What follows belongs to an exercise in optimizing a design on an open flow for small area, a short achievable clock period and few clock cycles; a production flow would make more cautious choices.
Where RTL was checked, it was by simulation tests only, not by an equivalence proof against the original.

Setup of north:
## geofence
module geofence(clk, reset, X, Y, valid, is_inside);
input clk;
input reset;
input [9:0] X;
input [9:0] Y;
output reg valid;
output reg is_inside;
reg [4:0] t;
reg [9:0] px, py;            
reg [19:0] buf0, buf1, buf2;   
reg sx, sy;                  
reg [9:0] mx, my;            
reg lsx, lsy, rsx, rsy;
reg [9:0] lmx, lmy, rmx, rmy;
reg ins;
reg [3:0] hp;                
reg [3:0] qo;                
reg [16:0] hx, hy;           
reg glo, plo;
reg an_r, anz_r;             
reg s0;                      
reg s2;                      
reg tr;                      
reg cr;                      
reg sel0, sel1;              
wire [4:0] tn = t + 5'd1;
always @(posedge clk or posedge reset) begin
    if (reset) begin
        s0 <= 1'b0; s2 <= 1'b0; tr <= 1'b0; cr <= 1'b0; sel0 <= 1'b0; sel1 <= 1'b0;
    end else begin
        s0 <= !valid && (tn == 5'd2 || tn == 5'd3 || tn == 5'd5 || tn == 5'd8 || tn == 5'd11 || tn == 5'd14);
        s2 <= !valid && (tn == 5'd5 || tn == 5'd8 || tn == 5'd11 || tn == 5'd14 || tn == 5'd17);
        tr <= !valid && (tn == 5'd7 || tn == 5'd10 || tn == 5'd13 || tn == 5'd16);
        cr <= !valid && tr;
        sel0 <= tn == 5'd2 || tn == 5'd8;
        sel1 <= tn == 5'd3 || tn == 5'd11;
    end
end
wire [19:0] vin = sel0 ? buf0 : sel1 ? buf1 : buf2;
wire [10:0] dx = {1'b0, vin[19:10]} - {1'b0, px};
wire [10:0] dy = {1'b0, vin[9:0]} - {1'b0, py};
wire [9:0] ax = (dx[9:0] ^ {10{dx[10]}}) + {9'd0, dx[10]};
wire [9:0] ay = (dy[9:0] ^ {10{dy[10]}}) + {9'd0, dy[10]};
wire [3:0] side = {Y < py, Y > py, X < px, X > px};
wire early_out = |(hp & side);
wire [3:0] quad = {side[0] & side[3], side[1] & side[3], side[1] & side[2], side[0] & side[2]};
wire early_in = &(qo | quad);
wire zx = mx == 10'd0, zy = my == 10'd0;
wire zlx = lmx == 10'd0, zly = lmy == 10'd0;
  ...
Size: about 1200 cells after synthesis, roughly 24 I/O pins, roughly 0.014 sq mm of cells after synthesis.
==> module geofence, before the edit <==
module geofence(clk, reset, X, Y, valid, is_inside);
input clk;
input reset;
input [9:0] X;
input [9:0] Y;
output reg valid;
output reg is_inside;
reg [4:0] t;
reg [9:0] px, py;            
reg [19:0] buf0, buf1, buf2;   
reg sx, sy;                  
reg [9:0] mx, my;            
reg lsx, lsy, rsx, rsy;
reg [9:0] lmx, lmy, rmx, rmy;
reg ins;
reg [3:0] hp;                
reg [3:0] qo;                
reg [16:0] hx, hy;           
reg glo, plo;
reg an_r, anz_r;             
reg s0;                      
reg s2;                      
reg tr;                      
reg cr;                      
reg sel0, sel1;              
wire [4:0] tn = t + 5'd1;
always @(posedge clk or posedge reset) begin
    if (reset) begin
        s0 <= 1'b0; s2 <= 1'b0; tr <= 1'b0; cr <= 1'b0; sel0 <= 1'b0; sel1 <= 1'b0;
    end else begin
        s0 <= !valid && (tn == 5'd2 || tn == 5'd3 || tn == 5'd5 || tn == 5'd8 || tn == 5'd11 || tn == 5'd14);
        s2 <= !valid && (tn == 5'd5 || tn == 5'd8 || tn == 5'd11 || tn == 5'd14 || tn == 5'd17);
        tr <= !valid && (tn == 5'd7 || tn == 5'd10 || tn == 5'd13 || tn == 5'd16);
        cr <= !valid && tr;
        sel0 <= tn == 5'd2 || tn == 5'd8;
        sel1 <= tn == 5'd3 || tn == 5'd11;
    end
end
wire [19:0] vin = sel0 ? buf0 : sel1 ? buf1 : buf2;
wire [10:0] dx = {1'b0, vin[19:10]} - {1'b0, px};
wire [10:0] dy = {1'b0, vin[9:0]} - {1'b0, py};
wire [9:0] ax = (dx[9:0] ^ {10{dx[10]}}) + {9'd0, dx[10]};
wire [9:0] ay = (dy[9:0] ^ {10{dy[10]}}) + {9'd0, dy[10]};
wire [3:0] side = {Y < py, Y > py, X < px, X > px};
wire early_out = |(hp & side);
wire [3:0] quad = {side[0] & side[3], side[1] & side[3], side[1] & side[2], side[0] & side[2]};
wire early_in = &(qo | quad);
wire zx = mx == 10'd0, zy = my == 10'd0;
wire zlx = lmx == 10'd0, zly = lmy == 10'd0;
wire zrx = rmx == 10'd0, zry = rmy == 10'd0;
wire [9:0] umx = tr ? rmx : lmx, umy = tr ? rmy : lmy;
wire [16:0] hx_d, hy_d;
wire glo_d, plo_d, c_le, c_lt;
xs1 u1(.a(umx), .b(my), .c(umy), .d(mx), .hx(hx_d), .hy(hy_d), .glo(glo_d), .plo(plo_d));
xs2 u2(.hx(hx), .hy(hy), .glo(glo), .plo(plo), .le(c_le), .lt(c_lt));
wire c_s1 = (cr ? rsx : lsx) ^ sy, c_s2 = (cr ? rsy : lsy) ^ sx;
wire c_nz = cr ? (!(zrx || zy) || !(zry || zx)) : (!(zlx || zy) || !(zly || zx));
wire cn  = (c_s1 == c_s2) ? (c_s1 ? !c_le : c_lt) : (c_s1 && c_nz);    
wire cnz = (c_s1 == c_s2) ? (c_s1 ? !c_lt : c_le) : (c_s1 || !c_nz);   
wire an  = cr ? an_r : cn;
wire anz = cr ? anz_r : cnz;
wire bn  = !cnz;             
wire bnz = !cn;
wire opp = (!zx && (sx ^ lsx)) || (!zy && (sy ^ lsy));
wire hit = (zx && zy) || (an && bnz) || (anz && bn) || (anz && !an && bnz && !bn && opp);
wire newl = an && !bnz;       
wire newr = !anz && bn;       
wire early = t == 5'd6 && (ins || early_in || early_out);
wire last = s2 && t != 5'd5 && (ins || hit || t == 5'd17);
always @(posedge clk or posedge reset) begin
    if (reset) t <= 5'd0;
    else if (valid) t <= 5'd0;
    else t <= t + 5'd1;
end
always @(posedge clk) begin
    hx <= hx_d; hy <= hy_d; glo <= glo_d; plo <= plo_d;
    an_r <= cn; anz_r <= cnz;
    if (s0) begin
        sx <= dx[10]; mx <= ax;
        sy <= dy[10]; my <= ay;
    end
end
always @(posedge clk) begin
    if (t == 5'd0) begin
        px <= X;
        py <= Y;
    end
    if (t == 5'd1 || t == 5'd4) buf0 <= {X, Y};
    if (t == 5'd2 || t == 5'd5) buf1 <= {X, Y};
    if (t == 5'd3 || t == 5'd6) buf2 <= {X, Y};
    hp <= (t == 5'd1) ? side : hp & side;
    qo <= (t == 5'd1) ? quad : qo | quad;
    if (t == 5'd3) begin
        lsx <= sx; lmx <= mx; lsy <= sy; lmy <= my;
        rsx <= sx; rmx <= mx; rsy <= sy; rmy <= my;
        ins <= zx && zy;
    end else if (s2) begin
        if (hit) ins <= 1'b1;
        if (newl) begin lsx <= sx; lmx <= mx; lsy <= sy; lmy <= my; end
        if (newr) begin rsx <= sx; rmx <= mx; rsy <= sy; rmy <= my; end
    end
end
always @(posedge clk or posedge reset) begin
    if (reset) begin
        valid <= 1'b0;
        is_inside <= 1'b0;
    end else begin
        valid <= !valid && (early || last);
        is_inside <= early ? (ins || early_in) : (ins || hit);
    end
end
endmodule
Settings: LEC_CHECK=0, CAP_MARGIN=20, CORE_MARGIN=2, CORE_UTILIZATION=40, CTS_BUF_LIST=sky130_fd_sc_hd__clkbuf_4 sky130_fd_sc_hd__clkbuf_8, CTS_CLUSTER_DIAMETER=60, CTS_CLUSTER_SIZE=20, PLACE_DENSITY=0.6, SETUP_SLACK_MARGIN=5, SLEW_MARGIN=20; clock period 12.0 ns.
standard.sh (not shown) runs the stock make flow with config.mk's settings and CLKGATE_MAP_FILE= SYNTH_SCRIPT=/design/flow/synth_recipe.tcl, a recipe that flattens the netlist after the stock synthesis.
==> flow/flow/run.sh <==
#!/bin/bash
# The standard layout, with one extra step between synthesis and floorplan:
# invopt.py removes the inverters that Yosys's full-adder extraction leaves between
# adders (see invopt.py). Each tool's output goes to a log of its own.
set -euo pipefail
R=orfs/results/$FLOW_PLATFORM/geofence/base
LIB=$FLOW_HOME/platforms/$FLOW_PLATFORM/lib/sky130_fd_sc_hd__tt_025C_1v80.lib
bash standard.sh synth > synth.log 2>&1
cp $R/1_2_yosys.v 1_2_yosys.synth.v
python3 flow/invopt.py $LIB 1_2_yosys.synth.v 1_2_yosys.invopt.v > invopt.log 2>&1
cp 1_2_yosys.invopt.v $R/1_2_yosys.v
bash standard.sh SETUP_SLACK_MARGIN=7.5 "BUFFER_PORTS_ARGS=-buffer_cell sky130_fd_sc_hd__buf_2" "CTS_ARGS=-sink_clustering_enable -repair_clock_nets -buf_list {sky130_fd_sc_hd__clkbuf_4 sky130_fd_sc_hd__clkbuf_8} -sink_clustering_size 20 -sink_clustering_max_diameter 60 -dont_use_dummy_load" finish > layout.log 2>&1
Other scripts of this flow, unchanged in this note and not shown: flow/flow/invopt.py
Testbench counts of north, summed over its fixed seeds: cycles 79,733.
Here is what was changed in the inputs of south compared with north.
-- flow/design.v --
<<< north, line 23
reg tr;                      
reg cr;                      
reg sel0, sel1;              
wire [4:0] tn = t + 5'd1;
always @(posedge clk or posedge reset) begin
    if (reset) begin
        s0 <= 1'b0; s2 <= 1'b0; tr <= 1'b0; cr <= 1'b0; sel0 <= 1'b0; sel1 <= 1'b0;
    end else begin
        s0 <= !valid && (tn == 5'd2 || tn == 5'd3 || tn == 5'd5 || tn == 5'd8 || tn == 5'd11 || tn == 5'd14);
>>> south, line 23
reg tr;                      
reg cr;                      
wire [4:0] tn = t + 5'd1;
always @(posedge clk or posedge reset) begin
    if (reset) begin
        s0 <= 1'b0; s2 <= 1'b0; tr <= 1'b0; cr <= 1'b0;
    end else begin
        s0 <= !valid && (tn == 5'd2 || tn == 5'd3 || tn == 5'd5 || tn == 5'd8 || tn == 5'd11 || tn == 5'd14);
<<< north, line 33
        tr <= !valid && (tn == 5'd7 || tn == 5'd10 || tn == 5'd13 || tn == 5'd16);
        cr <= !valid && tr;
        sel0 <= tn == 5'd2 || tn == 5'd8;
        sel1 <= tn == 5'd3 || tn == 5'd11;
    end
end
wire [19:0] vin = sel0 ? buf0 : sel1 ? buf1 : buf2;
wire [10:0] dx = {1'b0, vin[19:10]} - {1'b0, px};
wire [10:0] dy = {1'b0, vin[9:0]} - {1'b0, py};
>>> south, line 32
        tr <= !valid && (tn == 5'd7 || tn == 5'd10 || tn == 5'd13 || tn == 5'd16);
        cr <= !valid && tr;
    end
end
wire [19:0] vin = (t == 5'd2 || t == 5'd8) ? buf0 : (t == 5'd3 || t == 5'd11) ? buf1 : buf2;
wire [10:0] dx = {1'b0, vin[19:10]} - {1'b0, px};
wire [10:0] dy = {1'b0, vin[9:0]} - {1'b0, py};
<<< north, line 89
    if (t == 5'd2 || t == 5'd5) buf1 <= {X, Y};
    if (t == 5'd3 || t == 5'd6) buf2 <= {X, Y};
    hp <= (t == 5'd1) ? side : hp & side;
    qo <= (t == 5'd1) ? quad : qo | quad;
    if (t == 5'd3) begin
        lsx <= sx; lmx <= mx; lsy <= sy; lmy <= my;
>>> south, line 86
    if (t == 5'd2 || t == 5'd5) buf1 <= {X, Y};
    if (t == 5'd3 || t == 5'd6) buf2 <= {X, Y};
    if (t == 5'd1) begin hp <= side; qo <= quad; end
    else if (t <= 5'd5) begin hp <= hp & side; qo <= qo | quad; end
    if (t == 5'd3) begin
        lsx <= sx; lmx <= mx; lsy <= sy; lmy <= my;
## What came out
- Re final area: south and north aren't equal, and the lower value belongs to north.
- Looking at south and north, the ratio of final minimum period to clock period is a wash.
- After detailed routing, north needs less wire than south.
- north tops out at a lower clock frequency than south.
- Delta (south minus north): post-CTS setup buffer count rose 5, length of the first detailed-routing pass in iterations has remained practically unchanged.
Testbench counts of south, summed over its fixed seeds: cycles 79,733.


Another version of the RTL of geofence (not shown whole).
For scale: about 1800 cells after synthesis, roughly 93 flip-flops, about 24 I/O pins, ~17000 µm² of cells after synthesis.
==> module geofence, before the edit <==
module geofence(clk, reset, X, Y, valid, is_inside);
input clk;
input reset;
input [9:0] X;
input [9:0] Y;
output reg valid;
output reg is_inside;
reg [3:0] phase;             
reg [9:0] px, py;            
reg sx, sy;                  
reg [9:0] mx, my;            
reg lsx, lsy, rsx, rsy;
reg [9:0] lmx, lmy, rmx, rmy;
reg ins;
wire [10:0] dx = {1'b0, X} - {1'b0, px};
wire [10:0] dy = {1'b0, Y} - {1'b0, py};
wire [9:0] ax = (dx[9:0] ^ {10{dx[10]}}) + {9'd0, dx[10]};
wire [9:0] ay = (dy[9:0] ^ {10{dy[10]}}) + {9'd0, dy[10]};
wire zx = mx == 10'd0, zy = my == 10'd0;
wire zlx = lmx == 10'd0, zly = lmy == 10'd0;
wire zrx = rmx == 10'd0, zry = rmy == 10'd0;
wire a_dn, a_dz;
xsgn ua(.a(lmx), .b(my), .c(lmy), .d(mx), .neg(a_dn), .zero(a_dz));
wire a_s1 = lsx ^ sy, a_s2 = lsy ^ sx;
wire a_nz = !(zlx || zy) || !(zly || zx);
wire an = (a_s1 == a_s2) ? (a_s1 ? !(a_dn || a_dz) : a_dn) : (a_s1 && a_nz);
wire az = (a_s1 == a_s2) ? a_dz : !a_nz;
wire ap = !an && !az;
wire b_dn, b_dz;
xsgn ub(.a(mx), .b(rmy), .c(my), .d(rmx), .neg(b_dn), .zero(b_dz));
wire b_s1 = sx ^ rsy, b_s2 = sy ^ rsx;
wire b_nz = !(zx || zry) || !(zy || zrx);
wire bn = (b_s1 == b_s2) ? (b_s1 ? !(b_dn || b_dz) : b_dn) : (b_s1 && b_nz);
wire bz = (b_s1 == b_s2) ? b_dz : !b_nz;
wire bp = !bn && !bz;
wire opp = (!zx && (sx ^ lsx)) || (!zy && (sy ^ lsy));
wire hit = (zx && zy) || (an && (bn || bz)) || (az && bn) || (az && bz && opp);
always @(posedge clk or posedge reset) begin
    if (reset) phase <= 4'd0;
    else if (phase == 4'd8) phase <= 4'd0;
    else if (phase == 4'd6 && (ins || hit)) phase <= 4'd8;   
    else phase <= phase + 4'd1;
end
always @(posedge clk) begin
    sx <= dx[10]; mx <= ax;
    sy <= dy[10]; my <= ay;
end
always @(posedge clk) begin
    if (phase == 4'd0) begin
        px <= X;
        py <= Y;
    end
    if (phase == 4'd2) begin
        lsx <= sx; lmx <= mx; lsy <= sy; lmy <= my;
        rsx <= sx; rmx <= mx; rsy <= sy; rmy <= my;
        ins <= zx && zy;
    end else if (phase >= 4'd3 && phase <= 4'd7) begin
        if (hit) ins <= 1'b1;
        if (an && bp) begin lsx <= sx; lmx <= mx; lsy <= sy; lmy <= my; end
        if (ap && bn) begin rsx <= sx; rmx <= mx; rsy <= sy; rmy <= my; end
    end
end
always @(posedge clk or posedge reset) begin
    if (reset) begin
        valid <= 1'b0;
        is_inside <= 1'b0;
    end else begin
        valid <= (phase == 4'd7) || (phase == 4'd6 && (ins || hit));
        is_inside <= (phase == 4'd6 || phase == 4'd7) && (ins || hit);
    end
end
endmodule
clock: 12.0 ns
lec_check: 0
cap_margin: 20
core_margin: 2
core_utilization: 40
place_density: 0.6
setup_slack_margin: 5
slew_margin: 20
run.sh (not shown) runs the stock make flow with config.mk's settings and CLKGATE_MAP_FILE= SYNTH_SCRIPT=/design/flow/synth_recipe.tcl, a recipe that flattens the netlist after the stock synthesis.
Stock flow here: none of the scripts above is used.
The starting point ran to the end with no violations.
Testbench counts at the start, summed over its fixed seeds: cycles 70,999.
Then changed:
--- a/flow/design.v
+++ b/flow/design.v
@@ -37,20 +37,19 @@
 wire hit = (zx && zy) || (an && (bn || bz)) || (az && bn) || (az && bz && opp);
 always @(posedge clk or posedge reset) begin
     if (reset) phase <= 4'd0;
     else if (phase == 4'd8) phase <= 4'd0;
-    else if (phase == 4'd6 && (ins || hit)) phase <= 4'd8;   
     else phase <= phase + 4'd1;
 end
 always @(posedge clk) begin
-    sx <= dx[10]; mx <= ax;
-    sy <= dy[10]; my <= ay;
-end
-always @(posedge clk) begin
     if (phase == 4'd0) begin
         px <= X;
         py <= Y;
     end
+    if (phase >= 4'd1 && phase <= 4'd6) begin
+        sx <= dx[10]; mx <= ax;
+        sy <= dy[10]; my <= ay;
+    end
     if (phase == 4'd2) begin
         lsx <= sx; lmx <= mx; lsy <= sy; lmy <= my;
         rsx <= sx; rmx <= mx; rsy <= sy; rmy <= my;
         ins <= zx && zy;
@@ -64,10 +63,10 @@
     if (reset) begin
         valid <= 1'b0;
         is_inside <= 1'b0;
     end else begin
-        valid <= (phase == 4'd7) || (phase == 4'd6 && (ins || hit));
-        is_inside <= (phase == 4'd6 || phase == 4'd7) && (ins || hit);
+        valid <= phase == 4'd7;
+        is_inside <= (phase == 4'd7) && (ins || hit);
     end
 end
 endmodule
 module xsgn(input [9:0] a, input [9:0] b, input [9:0] c, input [9:0] d, output neg, output zero);
Result: The new run finished clean. Fmax rises by about 4%. Hold slack stays flat. Global-route usage came out higher by 0.83 points. Wire length came out higher by 4.3%. Setup slack gets better by 0.28 ns. Synthesized area is higher by 1.1%. Die area went up by about 1.1%.
Function not checked in the second run of this note: the RTL went through the layout flow alone.

-- static timing again, ports no longer ideal --
No port has a modelled driver above. Below, the same layouts with a new extraction and two added sets of constraints. Step 1 (the two cells are an assumption about what drives the block):
set clk [get_ports {clk}]
set_driving_cell -lib_cell sky130_fd_sc_hd__clkbuf_16 $clk
set_driving_cell -lib_cell sky130_fd_sc_hd__buf_2 [delete_from_list [all_inputs] $clk]
Step 2 times the ports against the registers' clock, not the clock port: input delays grow and output delays shrink by t, the midpoint of the rising clock arrivals with the driver on. a / b / c = no drivers / after step 1 / after step 2; a / b = the first two.
run	t, ns	setup WS [ns]	worst setup path at the end	worst slew at a driven data input, ns
north	0.585	7.604 / 7.604 / 7.211	input to register	0.04
south	0.593	7.618 / 7.618 / 7.088	input to register	0.04
the first run of note 2	0.380	5.036 / 5.036 / 5.036	register to register	0.04
the second run of note 2	0.378	5.318 / 5.318 / 5.318	register to register	0.03
After both steps every run listed still meets setup and hold. For south, which loses most, drivers alone change the setup slack by 0.000 ns; drivers and shift together by -0.530 ns.
